Context: an optimization exercise on an open-source flow, tuned for small area, a short achievable clock period and few clock cycles. The choices shown serve that exercise and are no tape-out recipe. In this exercise RTL edits were held to simulation tests only and were not proved equivalent to the original. No activity file was given, so power comes from the tool's default toggle rates.

File: flow/config.mk
export PLATFORM = sky130hd
export DESIGN_NAME = dm_cache_controller
export DESIGN_NICKNAME = dm_cache_controller
export VERILOG_FILES = /design/flow/design.v
export SDC_FILE = /design/flow/constraint.sdc
export NUM_CORES = 4
export LEC_CHECK = 0
export CAP_MARGIN = 20
export CORE_MARGIN = 2
export CORE_UTILIZATION = 40
export SLEW_MARGIN = 20
File: flow/constraint.sdc
create_clock -name core_clock -period 5.0 [get_ports {clk}]
set_input_delay 1.0000 -clock core_clock [delete_from_list [all_inputs] [get_ports {clk}]]
set_output_delay 1.0000 -clock core_clock [all_outputs]
set_load 0.01 [all_outputs]
File: flow/design.v
module dm_cache_tag #(
    parameter   TAGMSB= 31, 
    parameter   TAGLSB= 14 
)(
    input           clk,
    input           rst,
    input [TAGLSB-5:0]     tag_req_index,
    input           tag_req_we,
    input           tag_write_valid,
    input           tag_write_dirty,
    input [TAGMSB-TAGLSB:0]   tag_write_tag,
    output          tag_read_valid,
    output          tag_read_dirty,
    output [TAGMSB-TAGLSB:0]  tag_read_tag
);
parameter TAG_WIDTH = TAGMSB - TAGLSB + 2;
parameter LINES = 1 << (TAGLSB - 4);
reg [TAG_WIDTH-1:0] tag_mem[0:LINES-1];
reg [LINES-1:0] valid_mem;
assign tag_read_valid = valid_mem[tag_req_index];
assign {tag_read_dirty, tag_read_tag} = tag_mem[tag_req_index];
always@(posedge clk) begin
    if (tag_req_we)
        tag_mem[tag_req_index] <= {tag_write_dirty, tag_write_tag};
end
always@(posedge clk) begin
    if (rst)
        valid_mem <= {LINES{1'b0}};
    else if (tag_req_we)
        valid_mem[tag_req_index] <= tag_write_valid;
end
endmodule
module dm_cache_data #(
    parameter   INDEX_BITS = 10
)(
    input           clk,
    input [INDEX_BITS-1:0]     data_req_index,
    input           data_req_we,
    input [127:0]   data_write,
    output[127:0]   data_read
);
reg [127:0] data_mem[0:(1<<INDEX_BITS)-1];
assign data_read = data_mem[data_req_index];
always@(posedge(clk)) begin
    if (data_req_we)
        data_mem[data_req_index] <= data_write;
end 
endmodule
`timescale 1ns/1ns
module dm_cache_controller (
    input clk,
    input rst,
    input               cpu_req_valid_i,
    input               cpu_req_rw_i,
    input [31:0]        cpu_req_addr_i,
    input [31:0]        cpu_req_data_i,
    output reg          cpu_data_ready_o,
    output reg [31:0]   cpu_data_o,
    input               mem_ready_i,
    input  [127:0]      mem_data_i,
    output reg          mem_req_valid_o,
    output reg          mem_req_rw_o,
    output reg [31:0]   mem_req_addr_o,
    output reg [127:0]  mem_req_data_o
);
parameter idle          = 2'b00;
parameter compare_tag   = 2'b01;
parameter allocate      = 2'b10;
parameter write_back    = 2'b11;
wire [8-5:0] req_index;
reg [31:0] cpu_req_addr_latch;
reg [31:0] cpu_req_data_latch;
reg cpu_req_rw_latch;
reg tag_req_we, tag_write_valid, tag_write_dirty;
reg [31-8:0] tag_write_tag;
wire tag_read_valid, tag_read_dirty;
wire [31-8:0] tag_read_tag;
reg         data_req_we;
reg[127:0]  data_write;
wire[127:0] data_read;
reg[1:0] state, next_state;
assign req_index = cpu_req_addr_latch[8-1:4];
dm_cache_tag # (
    .TAGMSB(31),
    .TAGLSB(8)
) cache_tag (
    .clk(clk),
    .rst(rst),
    .tag_req_index(req_index),
    .tag_req_we(tag_req_we),
    .tag_write_valid(tag_write_valid),
    .tag_write_dirty(tag_write_dirty),
    .tag_write_tag(tag_write_tag),
    .tag_read_valid(tag_read_valid),
    .tag_read_dirty(tag_read_dirty),
    .tag_read_tag(tag_read_tag)
);
dm_cache_data # (
    .INDEX_BITS(8-4)
) cache_data (
    .clk(clk),
    .data_req_index(req_index),
    .data_req_we(data_req_we),
    .data_write(data_write),
    .data_read(data_read)
);
always@(posedge clk) begin
    if(rst)
        state <= idle;
    else
        state <= next_state;
end
always@(*) begin
    next_state = state;
    case(state)
    idle: begin
        if(cpu_req_valid_i)
            next_state = compare_tag; 
    end
    compare_tag: begin
        if(cpu_req_addr_latch[31:8] == tag_read_tag && tag_read_valid) begin
            next_state = idle;
        end else begin
            if(tag_read_valid == 1'b0 || tag_read_dirty == 1'b0)
                next_state = allocate;  
            else
                next_state = write_back;  
        end
    end
    allocate: begin
        if(mem_ready_i) next_state = compare_tag; 
    end
    write_back: begin
        if(mem_ready_i) next_state = allocate;
    end
    default: next_state = idle;
    endcase
end
always@(posedge clk) begin
    if(rst) begin
        cpu_data_ready_o    <= 1'b0;
        tag_req_we          <= 1'b0;
        data_req_we         <= 1'b0;
        data_write          <= 128'b0;
        mem_req_valid_o     <= 1'b0;
        mem_req_rw_o        <= 1'b0;
    end else begin
        cpu_data_ready_o    <= 1'b0;
        tag_req_we          <= 1'b0;
        data_req_we         <= 1'b0;
        mem_req_valid_o     <= 1'b0;
        mem_req_rw_o        <= 1'b0;
        mem_req_addr_o      <= {cpu_req_addr_latch[31:4], 4'b0};
        mem_req_data_o      <= data_read;
        case(cpu_req_addr_latch[3:2])
            2'b00: data_write <= {data_read[127:32], cpu_req_data_latch};
            2'b01: data_write <= {data_read[127:64], cpu_req_data_latch, data_read[31:0]};
            2'b10: data_write <= {data_read[127:96], cpu_req_data_latch, data_read[63:0]};
            2'b11: data_write <= {cpu_req_data_latch, data_read[95:0]};
        endcase
        case (state)
        idle: begin
            if(cpu_req_valid_i) begin
                cpu_req_rw_latch <= cpu_req_rw_i;
                cpu_req_addr_latch <= cpu_req_addr_i;
                cpu_req_data_latch <= cpu_req_data_i;
            end
        end
        compare_tag: begin
            if(cpu_req_addr_latch[31:8] == tag_read_tag && tag_read_valid) begin
                cpu_data_ready_o <= 1'b1;
                if(data_req_we) begin
                    if(cpu_req_rw_latch) begin
                        cpu_data_o <= cpu_req_data_i;
                        case(cpu_req_addr_latch[3:2])
                            2'b00: data_write <= {data_write[127:32], cpu_req_data_latch};
                            2'b01: data_write <= {data_write[127:64], cpu_req_data_latch, data_write[31:0]};
                            2'b10: data_write <= {data_write[127:96], cpu_req_data_latch, data_write[63:0]};
                            2'b11: data_write <= {cpu_req_data_latch, data_write[95:0]};
                        endcase
                    end else begin
                        case(cpu_req_addr_latch[3:2])
                            2'b00: cpu_data_o <= data_write[31:0];
                            2'b01: cpu_data_o <= data_write[63:32];
                            2'b10: cpu_data_o <= data_write[95:64];
                            2'b11: cpu_data_o <= data_write[127:96];
                        endcase
                    end
                end else begin
                    case(cpu_req_addr_latch[3:2])
                        2'b00: cpu_data_o <= data_read[31:0];
                        2'b01: cpu_data_o <= data_read[63:32];
                        2'b10: cpu_data_o <= data_read[95:64];
                        2'b11: cpu_data_o <= data_read[127:96];
                    endcase
                end
                if(cpu_req_rw_latch) begin
                    data_req_we <= 1'b1;
                    tag_req_we <= 1'b1;
                    tag_write_tag <= tag_read_tag;
                    tag_write_valid <= 1'b1;
                    tag_write_dirty <= 1'b1;
                end
            end else begin
                tag_req_we <= 1'b1;
                tag_write_tag <= cpu_req_addr_latch[31:8];
                tag_write_valid <= 1'b1;
                tag_write_dirty <= cpu_req_rw_latch;
                mem_req_valid_o <= 1'b1;
                if(tag_read_valid & tag_read_dirty) begin
                    mem_req_rw_o <= 1'b1;
                    mem_req_addr_o <= {tag_read_tag, cpu_req_addr_latch[8-1:4], 4'b0};
                end
            end
        end
        allocate: begin
            if(mem_ready_i) begin 
                data_req_we <= 1'b1;
                data_write <= mem_data_i;
            end
        end
        write_back: begin
            if(mem_ready_i)
                mem_req_valid_o <= 1'b1;
        end
        default: begin
            cpu_data_ready_o    <= 1'b0;
            tag_req_we          <= 1'b0;
            data_req_we         <= 1'b0;
            mem_req_valid_o     <= 1'b0;
            mem_req_rw_o        <= 1'b0;
        end
        endcase
    end
end
endmodule
File: flow/run.sh
#!/bin/bash
# synth_recipe.tcl (not shown) runs the flow's synth.tcl, then flattens the netlist and writes it again
# the make line also repeats each setting of config.mk as NAME=value (left out here)
make -C /OpenROAD-flow-scripts/flow DESIGN_CONFIG=/design/flow/config.mk WORK_HOME=/design/flow/orfs CLKGATE_MAP_FILE= SYNTH_SCRIPT=/design/flow/synth_recipe.tcl finish
==> reports/summary.log <==
qor: worst_setup_path.timing.setup.critical_path_class reg -> reg
qor: pwr.clockPowerShare 34.8%
qor: synthesis.syn_area 113000 um2
qor: finish.fin_area 133000 um2
qor: run_status.status no timing/DRC/antenna violations
qor: clocking.cts_resized 0
qor: synthesis.post_synth_inst_count 5269
qor: global_routing.globalRouteMet3Util 3.70%
qor: sta.fin_crit_period 4610 ps
qor: sta.final.setup.tns 0 ps
qor: sta.timing.final.max_slew_violations 0
qor: finish.layout.core_utilization 47.4%
qor: worst_setup_path.crit_path_top_delay_cell sky130_fd_sc_hd__dfxtp_4
qor: synthesis.synth.yosys.warnings 3
qor: clocking.ctsHoldBuffers 0
qor: synthesis.synth.yosys.seq_area_share 75.4%
qor: pwr.power.combinational.fraction 16.3%
qor: floorplanning.initial_utilization 40.3%
qor: hold_path.worstHoldStart cache_tag.valid_mem[4]
qor: synthesis.synth_enable_flop_cells 2724
qor: drt.detail-route-antenna-nets 0
qor: worst_setup_path.rr_worst_depth 12
qor: global_routing.globalRouteTotalUtil 24.0%
qor: drt.wl_per_cell 35.4 um
qor: finish.fin_nets 6068
qor: drt.drt_wl_total 348000 um
qor: worst_setup_path.path_common_cell sky130_fd_sc_hd__buf_4
qor: floorplanning.fp.coreArea 280000 um2
qor: worst_setup_path.critical_path.max_fanout 71
qor: sta.rsz0062_at_grt no
qor: drt.drt_first_iter_violations 7907
qor: clocking.clk-insertion-delay-late 870 ps
qor: worst_setup_path.cp.buffers_inverters 3
qor: synthesis.ys_ff_latch 2879
qor: finish.footprint_of_the_multi_input_gates 26200 um2
qor: place.placed_instance_area 122000 um2
qor: worst_setup_path.cp_cell_sequence buf_12 -> mux2i_1 -> a221o_1 -> o22ai_1 -> xor2_1 -> nor3_1 -> buf_4 -> and4b_1 -> and4_4 -> buf_4 -> o21ai_0 -> a221oi_1
qor: floorplanning.die_y 535 um
qor: hold_path.hp-class reg -> reg
qor: finish.final-seq-area 84900 um2
qor: pwr.switching_power 18.3 mW
qor: global_routing.grt_most_used_layer met2
qor: place.placement.io_buffers 385
qor: hold_path.hold_path_depth 2
qor: sta.fmax 217 MHz
qor: finish.ratio_of_cells_with_drive_above_1_in_the_final_layout 25.4%
qor: drt.detailroute.via_count 59400
qor: clocking.post-cts-setup-buffer-count 0
qor: floorplanning.number_of_placed_i_o_pins 392
qor: clocking.clockBufferDepth 4
qor: drt.drc 0
qor: global_routing.congestion_overflow_gr 0
qor: job.cap_violations 0
qor: place.routabilityCongestion 0.827
qor: worst_setup_path.crit_required 5760 ps
qor: synthesis.netlist-cell-type-count 72
qor: sta.min_period_over_period 92.1%
qor: worst_setup_path.timing.critical_path.to_type flip-flop
qor: global_routing.vias_in_the_first_global_route 58900
qor: synthesis.postSynth.topFlopCell sky130_fd_sc_hd__edfxtp_1
qor: global_routing.pin_count_of_the_biggest_net_entering_global_routing 106
qor: clocking.cts_tree done
qor: clocking.path_clk_slew 70 ps
qor: drt.via_per_inst 6.04
qor: worst_setup_path.regToRegSetupSlack 390 ps
qor: sta.report.final.setup_viol 0
qor: clocking.cts-htree-levels 5
qor: global_routing.grt_antenna_before_repair 13
qor: sta.report.final.hold_viol_count 0
qor: synthesis.ys_async_sr_fraction 0%
qor: sta.slew-limit-headroom 23.3%
qor: pwr.power_report.internal_total 47.5 mW
qor: floorplanning.die_area 286000 um2
qor: pwr.maximum_vdd_ir_drop 0.000340 V
qor: clocking.cts_inserted_buffers 308
qor: floorplanning.chipWidth 535 um
qor: pwr.power.share.sequential 48.9%
qor: finish.fill_cells 23000
qor: worst_setup_path.worst_path_dominant_cell_family simple AND/OR/NAND/NOR gates
qor: clocking.clock-sinks 2879
qor: floorplanning.rows 194
qor: pwr.power.share.switching 27.8%
qor: sta.worst_slew_pin_slew 1150 ps
qor: pwr.power_per_cell_area 497 nW/um2
qor: drt.detail_route.first_pass.iterations 6
qor: worst_setup_path.slowest_delay 610 ps
qor: global_routing.globalRouteMet2Util 39.1%
qor: synthesis.syn_area_per_cell 21.4 um2
qor: sta.final.setup_skew 94.5 ps
qor: global_routing.met1_usage 32.1%
qor: finish.area_growth_syn_to_layout 17.6%
qor: global_routing.global_route_wire_length_before_repair 478000 um
qor: place.post-dp-hpwl 205000 um
qor: pwr.power.leakage 43.1 nW
qor: worst_setup_path.cp.arrival 5360 ps
qor: worst_setup_path.rr_endpoint data_write[54]
qor: clocking.cts-root-buf sky130_fd_sc_hd__clkbuf_16
qor: sta.whs 475 ps
qor: worst_setup_path.timing.critical_path.from_type flip-flop
qor: hold_path.worstHoldEndpoint cache_tag.valid_mem[4]
==> layout by cell type (no fill, tap or decap), types with 34 or more instances in the layout <==
cell                                 n
sky130_fd_sc_hd__clkdlybuf4s50_1   384
sky130_fd_sc_hd__edfxtp_1         2724
sky130_fd_sc_hd__clkinv_2           51
sky130_fd_sc_hd__a31oi_1            38
sky130_fd_sc_hd__nand2_1           195
sky130_fd_sc_hd__mux4_2            760
sky130_fd_sc_hd__a21oi_1           106
sky130_fd_sc_hd__dfxtp_1           150
sky130_fd_sc_hd__a221oi_1           34
sky130_fd_sc_hd__clkbuf_16         316
sky130_fd_sc_hd__inv_1              48
sky130_fd_sc_hd__o21ai_0            74
sky130_fd_sc_hd__mux2i_1           210
sky130_fd_sc_hd__clkinv_1           45
sky130_fd_sc_hd__o2bb2ai_1          74
sky130_fd_sc_hd__buf_4             181
sky130_fd_sc_hd__clkbuf_1           67
sky130_fd_sc_hd__a22o_1            111
sky130_fd_sc_hd__mux2_2             43
sky130_fd_sc_hd__buf_12             58
sky130_fd_sc_hd__nor2_1             92
==> layer usage <==
| layer | share of wire [%] | wire length (um) |
|---|---|---|
| met4 | 5.2 | 18000 |
| met3 | 8.3 | 28700 |
| met2 | 48 | 169000 |
| met1 | 38 | 133000 |
| met5 | 0 | 0 |
==> stage by stage <==
step / worst slack (ps) / instances / power, mW
finish: 393 / 9835 / 65.8
global route: 229 / 9831 / 67.6
CTS: 444 / 9830 / 66.1
detailed placement: 419 / 9276 / 43.4
global placement: 444 / 9273 / 43.1
floorplan: -2020 / 5272 / 37.5
==> layout make-up <==
cell class	instances	share of cell area [%]
sequential	2879	64.1
timing repair buffer	627	4.86
antenna	5	0.00944
clock buffer	406	6.40
inverter	53	0.167
tap	3724	3.52
clock inverter	148	1.22
multi-input combinational	1993	19.7
==> how the worst max path moves through the flow <==
| stage | startpoint | to | slack [ps] | cells past startpoint |
|---|---|---|---|---|
| floorplan | cpu_req_addr_latch[4] | cache_data.data_mem[10][0] | -2020 | 5 |
| global placement | flip-flop | cpu_data_o[7] | 440 | 13 |
| detailed placement | flip-flop | data_write[61] | 420 | 12 |
| CTS | flip-flop | data_write[61] | 440 | 12 |
| global route | flip-flop | data_write[45] | 230 | 12 |
| finish | flip-flop | data_write[54] | 390 | 12 |
==> power by group through the flow <==
stage / clock network (mW) / logic, mW / registers [mW]
5_1_grt: 24.0 / 11.1 / 32.5
4_1_cts: 23.1 / 10.7 / 32.2
6_report: 22.9 / 10.7 / 32.2
3_3_place_gp: 0 / 10.6 / 32.5
2_1_floorplan: 0 / 6.13 / 31.3
3_5_place_dp: 0 / 10.7 / 32.7
==> worst register-to-register path: stages (launching register included) <==
cell                       delay (ps)
sky130_fd_sc_hd__dfxtp_4          610
sky130_fd_sc_hd__buf_12           460
sky130_fd_sc_hd__mux2i_1          210
sky130_fd_sc_hd__a221o_1          370
sky130_fd_sc_hd__o22ai_1          480
sky130_fd_sc_hd__xor2_1           130
sky130_fd_sc_hd__nor3_1           350
sky130_fd_sc_hd__buf_4            180
sky130_fd_sc_hd__and4b_1          450
sky130_fd_sc_hd__and4_4           520
sky130_fd_sc_hd__buf_4            330
sky130_fd_sc_hd__o21ai_0          150
sky130_fd_sc_hd__a221oi_1         310
==> registers in the layout, indices dropped and copies added (netlist names), 2 cells and up, named ones only <==
name                 cells
mem_req_data_o         128
cache_data.data_mem   2048
tag_write_tag           24
cpu_req_addr_latch      30
cpu_data_o              32
mem_req_addr_o          28
cpu_req_data_latch      32
state                    2
cache_tag.valid_mem     16
data_write             128
cache_tag.tag_mem      400
==> synthesized netlist by cell type (14+ instances only) <==
cell type	n	area, um2
sky130_fd_sc_hd__nor2_1	121	454
sky130_fd_sc_hd__buf_1	38	143
sky130_fd_sc_hd__xnor2_1	17	149
sky130_fd_sc_hd__a211oi_1	14	105
sky130_fd_sc_hd__mux2_2	43	484
sky130_fd_sc_hd__o21ai_0	74	370
sky130_fd_sc_hd__mux2i_1	210	2100
sky130_fd_sc_hd__inv_1	49	184
sky130_fd_sc_hd__a31oi_1	38	238
sky130_fd_sc_hd__dfxtp_1	155	3100
sky130_fd_sc_hd__edfxtp_1	2724	81800
sky130_fd_sc_hd__a221oi_1	34	298
sky130_fd_sc_hd__nand2_1	195	732
sky130_fd_sc_hd__clkbuf_1	189	709
sky130_fd_sc_hd__a22o_1	111	972
sky130_fd_sc_hd__nor2b_1	21	131
sky130_fd_sc_hd__mux4_2	760	17100
sky130_fd_sc_hd__buf_4	15	113
sky130_fd_sc_hd__nor3_1	18	90.1
sky130_fd_sc_hd__a21oi_1	106	531
sky130_fd_sc_hd__buf_2	86	430
sky130_fd_sc_hd__o2bb2ai_1	74	648
==> kinds of logic (layout without fill, tap and decap cells) <==
| kind of cell | after synthesis | after routing | share of synthesized area [%] |
|---|---|---|---|
| other | 1 | 9 | 0.00333 |
| flip-flops | 2879 | 2879 | 75.4 |
| AND/OR/NAND/NOR | 421 | 421 | 1.62 |
| multiplexers | 1025 | 1025 | 17.8 |
| adder cells (fa/ha/maj) | 9 | 9 | 0.100 |
| AO/OA/AOI/OAI | 505 | 505 | 3.26 |
| XOR/XNOR | 29 | 29 | 0.225 |
| buffers and inverters | 400 | 1234 | 1.65 |
Testbench counts, summed over its fixed seeds: cycles 88,998.

## re-timing with driven ports
In the flow no input, the clock included, has a driving cell. The finished layout below was timed again as built, in two steps. Step 1 (the two cells are an assumption about what drives the block):
set clk [get_ports {clk}]
set_driving_cell -lib_cell sky130_fd_sc_hd__clkbuf_16 $clk
set_driving_cell -lib_cell sky130_fd_sc_hd__buf_2 [delete_from_list [all_inputs] $clk]
Step 2 also shifts input and output timing later by t, the mid clock arrival at the registers, as if the neighbouring blocks saw the same clock. a / b / c = ideal / step 1 / step 2; a / b = the first two.
t, ns: 0.935
setup WS [ns]: 0.393 / 0.393 / 0.393
slew at the worst register clock pin (ns): 0.07 / 0.07
worst slew at a driven data input, ns: 0.23
cell pins on the clock port's net: 1
After both steps this run still meets setup and hold. The setup slack of this run moves by 0.000 ns with the drivers and by 0.000 ns with both steps.
